Source: an optimization exercise on an open RTL-to-GDS flow (aim: small area). Production flows keep margins and buffers that such runs may drop. Only simulation tests tie the RTL to the original design; equivalence was not proved. No activity file was given, so power comes from the tool's default toggle rates.

== north ==
==> flow/design.v <==
module dataPath(
	input IRload,JMPmux, PCload, Meminst, MemWr, Aload, Reset, Clock, Sub,In,
	input [1:0] Asel,
	input [7:0] Input,
	output Aeq0, Apos,
	output [4:0] Address,
	output wire [2:0] IR,
	output [7:0] Output, RAM_Q);
	reg [7:0] ir, a, q;
	reg [4:0] pc;
	reg [7:0] mem [0:31];
	function [7:0] init_val(input integer w);
		case (w)
			0: init_val = 8'b10000000;  1: init_val = 8'b00111110;
			2: init_val = 8'b10000000;  3: init_val = 8'b00111111;
			4: init_val = 8'b00011110;  5: init_val = 8'b01111111;
			6: init_val = 8'b10110000;  7: init_val = 8'b11001100;
			8: init_val = 8'b00011111;  9: init_val = 8'b01111110;
			10: init_val = 8'b00111111; 11: init_val = 8'b11000100;
			12: init_val = 8'b00011110; 13: init_val = 8'b01111111;
			14: init_val = 8'b00111110; 15: init_val = 8'b11000100;
			16: init_val = 8'b00011110; 17: init_val = 8'b11111111;
			default: init_val = 8'b00000000;
		endcase
	endfunction
	wire [4:0] addr_n;
	genvar g, k;
	generate for (g = 0; g < 5; g = g + 1) begin : am
		mux2i u_m(.a0(pc[g]), .a1(ir[g]), .s(Meminst), .y(addr_n[g]));
		inv u_i(.a(addr_n[g]), .y(Address[g]));
	end endgenerate
	assign IR = ir[7:5];
	assign Output = a;
	assign Aeq0 = (a == 8'd0);
	assign Apos = ~a[7];
	assign RAM_Q = q;
	wire [31:0] rsel, wen;
	wire hold;
	dec u_dec(.a(Address), .an(addr_n), .In(In), .MemWr(MemWr), .rsel(rsel), .hold(hold), .wen(wen));
	wire [7:0] d0 = {8{In}} & a;
	wire [7:0] d1 = {8{~In}} | a;
	generate for (g = 0; g < 32; g = g + 1) begin : word
		for (k = 0; k < 8; k = k + 1) begin : b
			always @(posedge Clock)
				if (wen[g])
					mem[g][k] <= (g <= 17 || g >= 30) ? (init_val(g) >> k & 1 ? d1[k] : d0[k]) : a[k];
		end
	end endgenerate
	wire [7:0] q_next;
	generate for (g = 0; g < 8; g = g + 1) begin : rbit
		wire [32:0] d, s;
		for (k = 0; k < 32; k = k + 1) begin : t
			assign d[k] = mem[k][g];
		end
		assign d[32] = q[g];
		assign s = {hold, rsel};
		wire [10:0] nt;
		for (k = 0; k < 11; k = k + 1) begin : a
			aoi222 u(.a1(s[3*k]), .b1(d[3*k]), .a2(s[3*k+1]), .b2(d[3*k+1]), .a3(s[3*k+2]), .b3(d[3*k+2]), .y(nt[k]));
		end
		nand11 n(.x(nt), .y(q_next[g]));
	end endgenerate
	always @(posedge Clock) q <= q_next;
	always @(posedge Clock, posedge Reset)
		if (Reset) ir <= 8'd0;
		else if (IRload) ir <= q;
	wire [4:0] pc_next;
	pcnext u_pc(.pc(pc), .ir(ir[4:0]), .PCload(PCload), .JMPmux(JMPmux), .y(pc_next));
	always @(posedge Clock, posedge Reset)
		if (Reset) pc <= 5'd0;
		else pc <= pc_next;
	wire [7:0] a_next;
	alu u_alu(.a(a), .q(q), .in(Input), .Asel(Asel), .Sub(Sub), .Aload(Aload), .y(a_next));
	always @(posedge Clock, posedge Reset)
		if (Reset) a <= 8'd0;
		else a <= a_next;
endmodule
module dec(input [4:0] a, an, input In, MemWr, output [31:0] rsel, output hold, output [31:0] wen);
	wire [7:0] nhi;
	wire [3:0] nlo_r, nlo_w;
	predec u_pre(.a(a), .an(an), .In(In), .MemWr(MemWr), .nhi(nhi), .nlo_r(nlo_r), .nlo_w(nlo_w), .hold(hold));
	genvar w;
	generate for (w = 0; w < 32; w = w + 1) begin : d
		nor2 u_r(.a(nlo_r[w % 4]), .b(nhi[w / 4]), .y(rsel[w]));
		if (w <= 17 || w >= 30) begin : init
			o21ai u_w(.a1(nlo_w[w % 4]), .a2(nhi[w / 4]), .b1(In), .y(wen[w]));
		end else begin : plain
			nor2 u_w(.a(nlo_w[w % 4]), .b(nhi[w / 4]), .y(wen[w]));
		end
	end endgenerate
endmodule
module predec(input [4:0] a, an, input In, MemWr, output [7:0] nhi, output [3:0] nlo_r, nlo_w, output hold);
	wire mwn;
	genvar j;
	inv u_mw(.a(MemWr), .y(mwn));
	nand2 u_hold(.a(In), .b(mwn), .y(hold));
	generate for (j = 0; j < 8; j = j + 1) begin : h
		nand3 u(.a(j & 1 ? a[2] : an[2]), .b(j & 2 ? a[3] : an[3]), .c(j & 4 ? a[4] : an[4]), .y(nhi[j]));
	end
	for (j = 0; j < 4; j = j + 1) begin : l
		nand4 u_r(.a(In), .b(mwn), .c(j & 1 ? a[0] : an[0]), .d(j & 2 ? a[1] : an[1]), .y(nlo_r[j]));
		nand4 u_w(.a(In), .b(MemWr), .c(j & 1 ? a[0] : an[0]), .d(j & 2 ? a[1] : an[1]), .y(nlo_w[j]));
	end endgenerate
endmodule
module mux2i(input a0, a1, s, output y);
	assign y = ~(s ? a1 : a0);
endmodule
module inv(input a, output y);
	assign y = ~a;
endmodule
module nand2(input a, b, output y);
	assign y = ~(a & b);
endmodule
module nand3(input a, b, c, output y);
	assign y = ~(a & b & c);
endmodule
module nand4(input a, b, c, d, output y);
	assign y = ~(a & b & c & d);
endmodule
module nor2(input a, b, output y);
	assign y = ~(a | b);
endmodule
module o21ai(input a1, a2, b1, output y);
	assign y = ~((a1 | a2) & b1);
endmodule
module alu(input [7:0] a, q, in, input [1:0] Asel, input Sub, Aload, output [7:0] y);
	wire [7:0] sum;
	wire [7:0] c;
	addbit0 u0(.a(a[0]), .q(q[0]), .sub(Sub), .s(sum[0]), .co(c[1]));
	genvar i;
	generate for (i = 1; i < 8; i = i + 1) begin : b
		wire qx;
		xor2 u_x(.a(q[i]), .b(Sub), .y(qx));
		if (i < 7) begin : f
			fadd u_f(.a(a[i]), .b(qx), .ci(c[i]), .s(sum[i]), .co(c[i+1]));
		end else begin : l
			wire p;
			xor2 u_p(.a(a[i]), .b(qx), .y(p));
			xor2 u_s(.a(p), .b(c[i]), .y(sum[i]));
		end
	end endgenerate
	wire s1, s0;
	alusel u_sel(.Asel(Asel), .Aload(Aload), .s1(s1), .s0(s0));
	generate for (i = 0; i < 8; i = i + 1) begin : m
		mux4 u_m(.d0(a[i]), .d1(q[i]), .d2(sum[i]), .d3(in[i]), .s0(s0), .s1(s1), .y(y[i]));
	end endgenerate
endmodule
module alusel(input [1:0] Asel, input Aload, output s1, s0);
	assign s1 = Aload & ~Asel[1];
	assign s0 = Aload & (Asel[1] | Asel[0]);
endmodule
module pcnext(input [4:0] pc, ir, input PCload, JMPmux, output [4:0] y);
	wire jmp, inc;
	pcsel u_sel(.PCload(PCload), .JMPmux(JMPmux), .jmp(jmp), .inc(inc));
	wire [5:0] c;
	wire [4:0] s;
	assign c[0] = inc;
	genvar i;
	generate for (i = 0; i < 5; i = i + 1) begin : b
		if (i < 4) begin : h
			hadd u_h(.a(pc[i]), .b(c[i]), .s(s[i]), .co(c[i+1]));
		end else begin : x
			xor2 u_x(.a(pc[i]), .b(c[i]), .y(s[i]));
		end
		mux2 u_m(.a0(s[i]), .a1(ir[i]), .s(jmp), .y(y[i]));
	end endgenerate
endmodule
module pcsel(input PCload, JMPmux, output jmp, inc);
	assign jmp = PCload & JMPmux;
	assign inc = PCload & ~JMPmux;
endmodule
module hadd(input a, b, output s, co);
	assign {co, s} = a + b;
endmodule
module mux2(input a0, a1, s, output y);
	assign y = s ? a1 : a0;
endmodule
module addbit0(input a, q, sub, output s, co);
	assign s = a ^ q;
	assign co = sub ? (a | ~q) : (a & q);
endmodule
module xor2(input a, b, output y);
	assign y = a ^ b;
endmodule
module fadd(input a, b, ci, output s, co);
	assign {co, s} = a + b + ci;
endmodule
module mux4(input d0, d1, d2, d3, s0, s1, output y);
	assign y = s1 ? (s0 ? d3 : d2) : (s0 ? d1 : d0);
endmodule
module aoi222(input a1, b1, a2, b2, a3, b3, output y);
	assign y = ~((a1 & b1) | (a2 & b2) | (a3 & b3));
endmodule
module nand11(input [10:0] x, output y);
	assign y = ~&x;
endmodule
clock: 4.0 ns
lec_check: 0
cap_margin: 0
core_margin: 2
core_utilization: 70
gpl_timing_driven: 0
setup_slack_margin: 0.1
slew_margin: 0
synth_hierarchical: 1
standard.sh (not shown) runs the stock make flow with config.mk's settings and CLKGATE_MAP_FILE= SYNTH_SCRIPT=/design/flow/synth_recipe.tcl, a recipe that flattens the netlist after the stock synthesis.
==> flow/flow/run.sh <==
#!/bin/bash
# The standard layout, with these changes: the port buffers are buf_1 cells instead of the
# clkdlybuf4s50_1 that buffer_ports picks by default, the buffers that abc left in the netlist
# are removed before placement, and CTS builds the tree from small clock buffers and adds no
# dummy loads.
set -euo pipefail
export REMOVE_ABC_BUFFERS=1
export BUFFER_PORTS_ARGS="-buffer_cell sky130_fd_sc_hd__buf_1"
export CTS_ARGS="-sink_clustering_enable -repair_clock_nets -buf_list sky130_fd_sc_hd__clkbuf_4 -sink_clustering_size 10 -sink_clustering_max_diameter 60 -dont_use_dummy_load"
bash standard.sh > standard.log 2>&1
north finished every stage and its layout cleared the timing, design-rule and antenna checks.
diff inputs: north => south
diff --git a/flow/design.v b/flow/design.v
--- a/flow/design.v
+++ b/flow/design.v
@@ -63,13 +63,11 @@
 	always @(posedge Clock) q <= q_next;
 	always @(posedge Clock, posedge Reset)
 		if (Reset) ir <= 8'd0;
 		else if (IRload) ir <= q;
-	wire [4:0] pc_next;
-	pcnext u_pc(.pc(pc), .ir(ir[4:0]), .PCload(PCload), .JMPmux(JMPmux), .y(pc_next));
 	always @(posedge Clock, posedge Reset)
 		if (Reset) pc <= 5'd0;
-		else pc <= pc_next;
+		else if (PCload) pc <= JMPmux ? ir[4:0] : pc + 5'd1;
 	wire [7:0] a_next;
 	alu u_alu(.a(a), .q(q), .in(Input), .Asel(Asel), .Sub(Sub), .Aload(Aload), .y(a_next));
 	always @(posedge Clock, posedge Reset)
 		if (Reset) a <= 8'd0;
@@ -141,40 +139,14 @@
 	end endgenerate
 	wire s1, s0;
 	alusel u_sel(.Asel(Asel), .Aload(Aload), .s1(s1), .s0(s0));
 	generate for (i = 0; i < 8; i = i + 1) begin : m
-		mux4 u_m(.d0(a[i]), .d1(q[i]), .d2(sum[i]), .d3(in[i]), .s0(s0), .s1(s1), .y(y[i]));
+		mux4 u_m(.d0(a[i]), .d1(q[i]), .d2(in[i]), .d3(sum[i]), .s0(s0), .s1(s1), .y(y[i]));
 	end endgenerate
 endmodule
 module alusel(input [1:0] Asel, input Aload, output s1, s0);
 	assign s1 = Aload & ~Asel[1];
-	assign s0 = Aload & (Asel[1] | Asel[0]);
-endmodule
-module pcnext(input [4:0] pc, ir, input PCload, JMPmux, output [4:0] y);
-	wire jmp, inc;
-	pcsel u_sel(.PCload(PCload), .JMPmux(JMPmux), .jmp(jmp), .inc(inc));
-	wire [5:0] c;
-	wire [4:0] s;
-	assign c[0] = inc;
-	genvar i;
-	generate for (i = 0; i < 5; i = i + 1) begin : b
-		if (i < 4) begin : h
-			hadd u_h(.a(pc[i]), .b(c[i]), .s(s[i]), .co(c[i+1]));
-		end else begin : x
-			xor2 u_x(.a(pc[i]), .b(c[i]), .y(s[i]));
-		end
-		mux2 u_m(.a0(s[i]), .a1(ir[i]), .s(jmp), .y(y[i]));
-	end endgenerate
-endmodule
-module pcsel(input PCload, JMPmux, output jmp, inc);
-	assign jmp = PCload & JMPmux;
-	assign inc = PCload & ~JMPmux;
-endmodule
-module hadd(input a, b, output s, co);
-	assign {co, s} = a + b;
-endmodule
-module mux2(input a0, a1, s, output y);
-	assign y = s ? a1 : a0;
+	assign s0 = Aload & (Asel[1] | ~Asel[0]);
 endmodule
 module addbit0(input a, q, sub, output s, co);
 	assign s = a ^ q;
 	assign co = sub ? (a | ~q) : (a & q);
==> run summary <==
south | status: complete | timing, DRC, antenna: pass. Compared with north, south shows a higher final clock period utilization by the worst path. Looking at north and south, the clock share of power is a wash. Lower number of multi-input combinational cells goes to north over south. Against north as the reference, south delivers a lower worst-case setup slack after placement. Post-synthesis to final-layout area growth of north is on par with south. Summary of south over north: combinational share of power moved down, hold slack level, number of standard cells in the final layout excluding fillers moved up, fraction of area in registers level. The non-clock buffer area fraction after layout was comparable across north and south. When the final numbers for north and south were put side by side, the number of instances resized during post-cts repair turned out to be smaller in north. south vs north: total power down slightly. south vs. north: placed wire-length estimate after detailed placement now sits higher; maximum achievable frequency now sits lower.

* * *

Another version of the RTL of dataPath (not shown whole).
Size in the first run: ~580 cells after synthesis, roughly 290 flip-flops, about 46 I/O pins, about 11,000 um^2 of cells after synthesis.
==> module predec, before the edit <==
module predec(input [4:0] a, input In, MemWr, output [7:0] nhi, output [3:0] nlo_r, nlo_w, output hold);
	wire [4:0] an;
	wire mwn;
	genvar j;
	generate for (j = 0; j < 5; j = j + 1) begin : i
		inv u(.a(a[j]), .y(an[j]));
	end endgenerate
	inv u_mw(.a(MemWr), .y(mwn));
	nand2 u_hold(.a(In), .b(mwn), .y(hold));
	generate for (j = 0; j < 8; j = j + 1) begin : h
		nand3 u(.a(j & 1 ? a[2] : an[2]), .b(j & 2 ? a[3] : an[3]), .c(j & 4 ? a[4] : an[4]), .y(nhi[j]));
	end
	for (j = 0; j < 4; j = j + 1) begin : l
		nand4 u_r(.a(In), .b(mwn), .c(j & 1 ? a[0] : an[0]), .d(j & 2 ? a[1] : an[1]), .y(nlo_r[j]));
		nand4 u_w(.a(In), .b(MemWr), .c(j & 1 ? a[0] : an[0]), .d(j & 2 ? a[1] : an[1]), .y(nlo_w[j]));
	end endgenerate
endmodule
==> module inv, before the edit <==
module inv(input a, output y);
	assign y = ~a;
endmodule
==> module nand2, before the edit <==
module nand2(input a, b, output y);
	assign y = ~(a & b);
endmodule
==> module nand3, before the edit <==
module nand3(input a, b, c, output y);
	assign y = ~(a & b & c);
endmodule
==> module nand4, before the edit <==
module nand4(input a, b, c, d, output y);
	assign y = ~(a & b & c & d);
endmodule
==> module alu, before the edit <==
module alu(input [7:0] a, q, in, input [1:0] Asel, input Sub, Aload, output [7:0] y);
	wire [7:0] sum;
	wire [7:0] c;
	addbit0 u0(.a(a[0]), .q(q[0]), .sub(Sub), .s(sum[0]), .co(c[1]));
	genvar i;
	generate for (i = 1; i < 8; i = i + 1) begin : b
		wire qx;
		xor2 u_x(.a(q[i]), .b(Sub), .y(qx));
		if (i < 7) begin : f
			fadd u_f(.a(a[i]), .b(qx), .ci(c[i]), .s(sum[i]), .co(c[i+1]));
		end else begin : l
			fadd u_f(.a(a[i]), .b(qx), .ci(c[i]), .s(sum[i]), .co());
		end
	end endgenerate
	wire s1, s0;
	alusel u_sel(.Asel(Asel), .Aload(Aload), .s1(s1), .s0(s0));
	generate for (i = 0; i < 8; i = i + 1) begin : m
		mux4 u_m(.d0(a[i]), .d1(q[i]), .d2(in[i]), .d3(sum[i]), .s0(s0), .s1(s1), .y(y[i]));
	end endgenerate
endmodule
clock: 4.0 ns
lec_check: 0
cap_margin: 0
core_margin: 2
core_utilization: 60
gpl_timing_driven: 0
setup_slack_margin: 0.2
slew_margin: 0
synth_hierarchical: 1
==> flow/flow/run.sh <==
#!/bin/bash
# The standard layout, with two changes: the port buffers are buf_1 cells instead of the
# clkdlybuf4s50_1 that buffer_ports picks by default, and CTS adds no dummy loads.
set -euo pipefail
export BUFFER_PORTS_ARGS="-buffer_cell sky130_fd_sc_hd__buf_1"
export CTS_ARGS="-sink_clustering_enable -repair_clock_nets -buf_list sky130_fd_sc_hd__clkbuf_8 -sink_clustering_size 18 -sink_clustering_max_diameter 50 -dont_use_dummy_load"
bash standard.sh > standard.log 2>&1
Rerun with:
--- a/flow/design.v
+++ b/flow/design.v
@@ -81,39 +81,23 @@
 		end else begin : plain
 			nor2 u_w(.a(nlo_w[w % 4]), .b(nhi[w / 4]), .y(wen[w]));
 		end
 	end endgenerate
 endmodule
 module predec(input [4:0] a, input In, MemWr, output [7:0] nhi, output [3:0] nlo_r, nlo_w, output hold);
-	wire [4:0] an;
-	wire mwn;
+	wire rd = In & ~MemWr;
+	wire wr = In & MemWr;
+	assign hold = ~rd;
 	genvar j;
-	generate for (j = 0; j < 5; j = j + 1) begin : i
-		inv u(.a(a[j]), .y(an[j]));
-	end endgenerate
-	inv u_mw(.a(MemWr), .y(mwn));
-	nand2 u_hold(.a(In), .b(mwn), .y(hold));
 	generate for (j = 0; j < 8; j = j + 1) begin : h
-		nand3 u(.a(j & 1 ? a[2] : an[2]), .b(j & 2 ? a[3] : an[3]), .c(j & 4 ? a[4] : an[4]), .y(nhi[j]));
+		assign nhi[j] = ~(a[4:2] == j);
 	end
 	for (j = 0; j < 4; j = j + 1) begin : l
-		nand4 u_r(.a(In), .b(mwn), .c(j & 1 ? a[0] : an[0]), .d(j & 2 ? a[1] : an[1]), .y(nlo_r[j]));
-		nand4 u_w(.a(In), .b(MemWr), .c(j & 1 ? a[0] : an[0]), .d(j & 2 ? a[1] : an[1]), .y(nlo_w[j]));
+		assign nlo_r[j] = ~(rd & (a[1:0] == j));
+		assign nlo_w[j] = ~(wr & (a[1:0] == j));
 	end endgenerate
-endmodule
-module inv(input a, output y);
-	assign y = ~a;
-endmodule
-module nand2(input a, b, output y);
-	assign y = ~(a & b);
-endmodule
-module nand3(input a, b, c, output y);
-	assign y = ~(a & b & c);
-endmodule
-module nand4(input a, b, c, d, output y);
-	assign y = ~(a & b & c & d);
 endmodule
 module nor2(input a, b, output y);
 	assign y = ~(a | b);
 endmodule
 module o21ai(input a1, a2, b1, output y);
 	assign y = ~((a1 | a2) & b1);
@@ -126,13 +110,13 @@
 	generate for (i = 1; i < 8; i = i + 1) begin : b
 		wire qx;
 		xor2 u_x(.a(q[i]), .b(Sub), .y(qx));
 		if (i < 7) begin : f
 			fadd u_f(.a(a[i]), .b(qx), .ci(c[i]), .s(sum[i]), .co(c[i+1]));
 		end else begin : l
-			fadd u_f(.a(a[i]), .b(qx), .ci(c[i]), .s(sum[i]), .co());
+			xor3 u_f(.a(a[i]), .b(qx), .c(c[i]), .y(sum[i]));
 		end
 	end endgenerate
 	wire s1, s0;
 	alusel u_sel(.Asel(Asel), .Aload(Aload), .s1(s1), .s0(s0));
 	generate for (i = 0; i < 8; i = i + 1) begin : m
 		mux4 u_m(.d0(a[i]), .d1(q[i]), .d2(in[i]), .d3(sum[i]), .s0(s0), .s1(s1), .y(y[i]));
@@ -146,12 +130,15 @@
 	assign s = a ^ q;
 	assign co = sub ? (a | ~q) : (a & q);
 endmodule
 module xor2(input a, b, output y);
 	assign y = a ^ b;
 endmodule
+module xor3(input a, b, c, output y);
+	assign y = a ^ b ^ c;
+endmodule
 module fadd(input a, b, ci, output s, co);
 	assign {co, s} = a + b + ci;
 endmodule
 module mux4(input d0, d1, d2, d3, s0, s1, output y);
 	assign y = s1 ? (s0 ? d3 : d2) : (s0 ? d1 : d0);
 endmodule
After rerunning: The changed run finished with timing, DRC and antenna clean; global-route usage decreases by 0.65 points; worst hold slack is worse by 12 ps; non-clock buffer count decreases by 11; worst setup slack is better by 160 ps; sequential share of layout area increases by 0.34 points; cell count decreases by 1.9%.

-- what the ideal ports hide --
Ports are ideal in the flow. The routed layouts listed here were re-timed in OpenROAD. Step 1 sets driving cells, clkbuf_16 on the clock port and buf_2 on the other inputs (assumed; they add their load-dependent delay and slew). Step 2 times the ports against the registers' clock, not the clock port: input delays grow and output delays shrink by t, the midpoint of the rising clock arrivals with the driver on. Slacks: ideal / step 1 / step 2; pairs: ideal / step 1.
run	t, ns	slack for setup (ns)	worst setup path at the end
north	0.655	0.248 / 0.248 / -0.342	input to register
south	0.653	0.227 / 0.227 / -0.292	input to register
the first run of note 2	0.584	0.134 / 0.134 / -0.423	input to register
the second run of note 2	0.572	0.294 / 0.294 / -0.167	input to register
Met with ideal ports but missed after step 2: setup timing in every run listed. For north, which loses most, drivers alone change the setup slack by 0.000 ns; drivers and shift together by -0.590 ns.
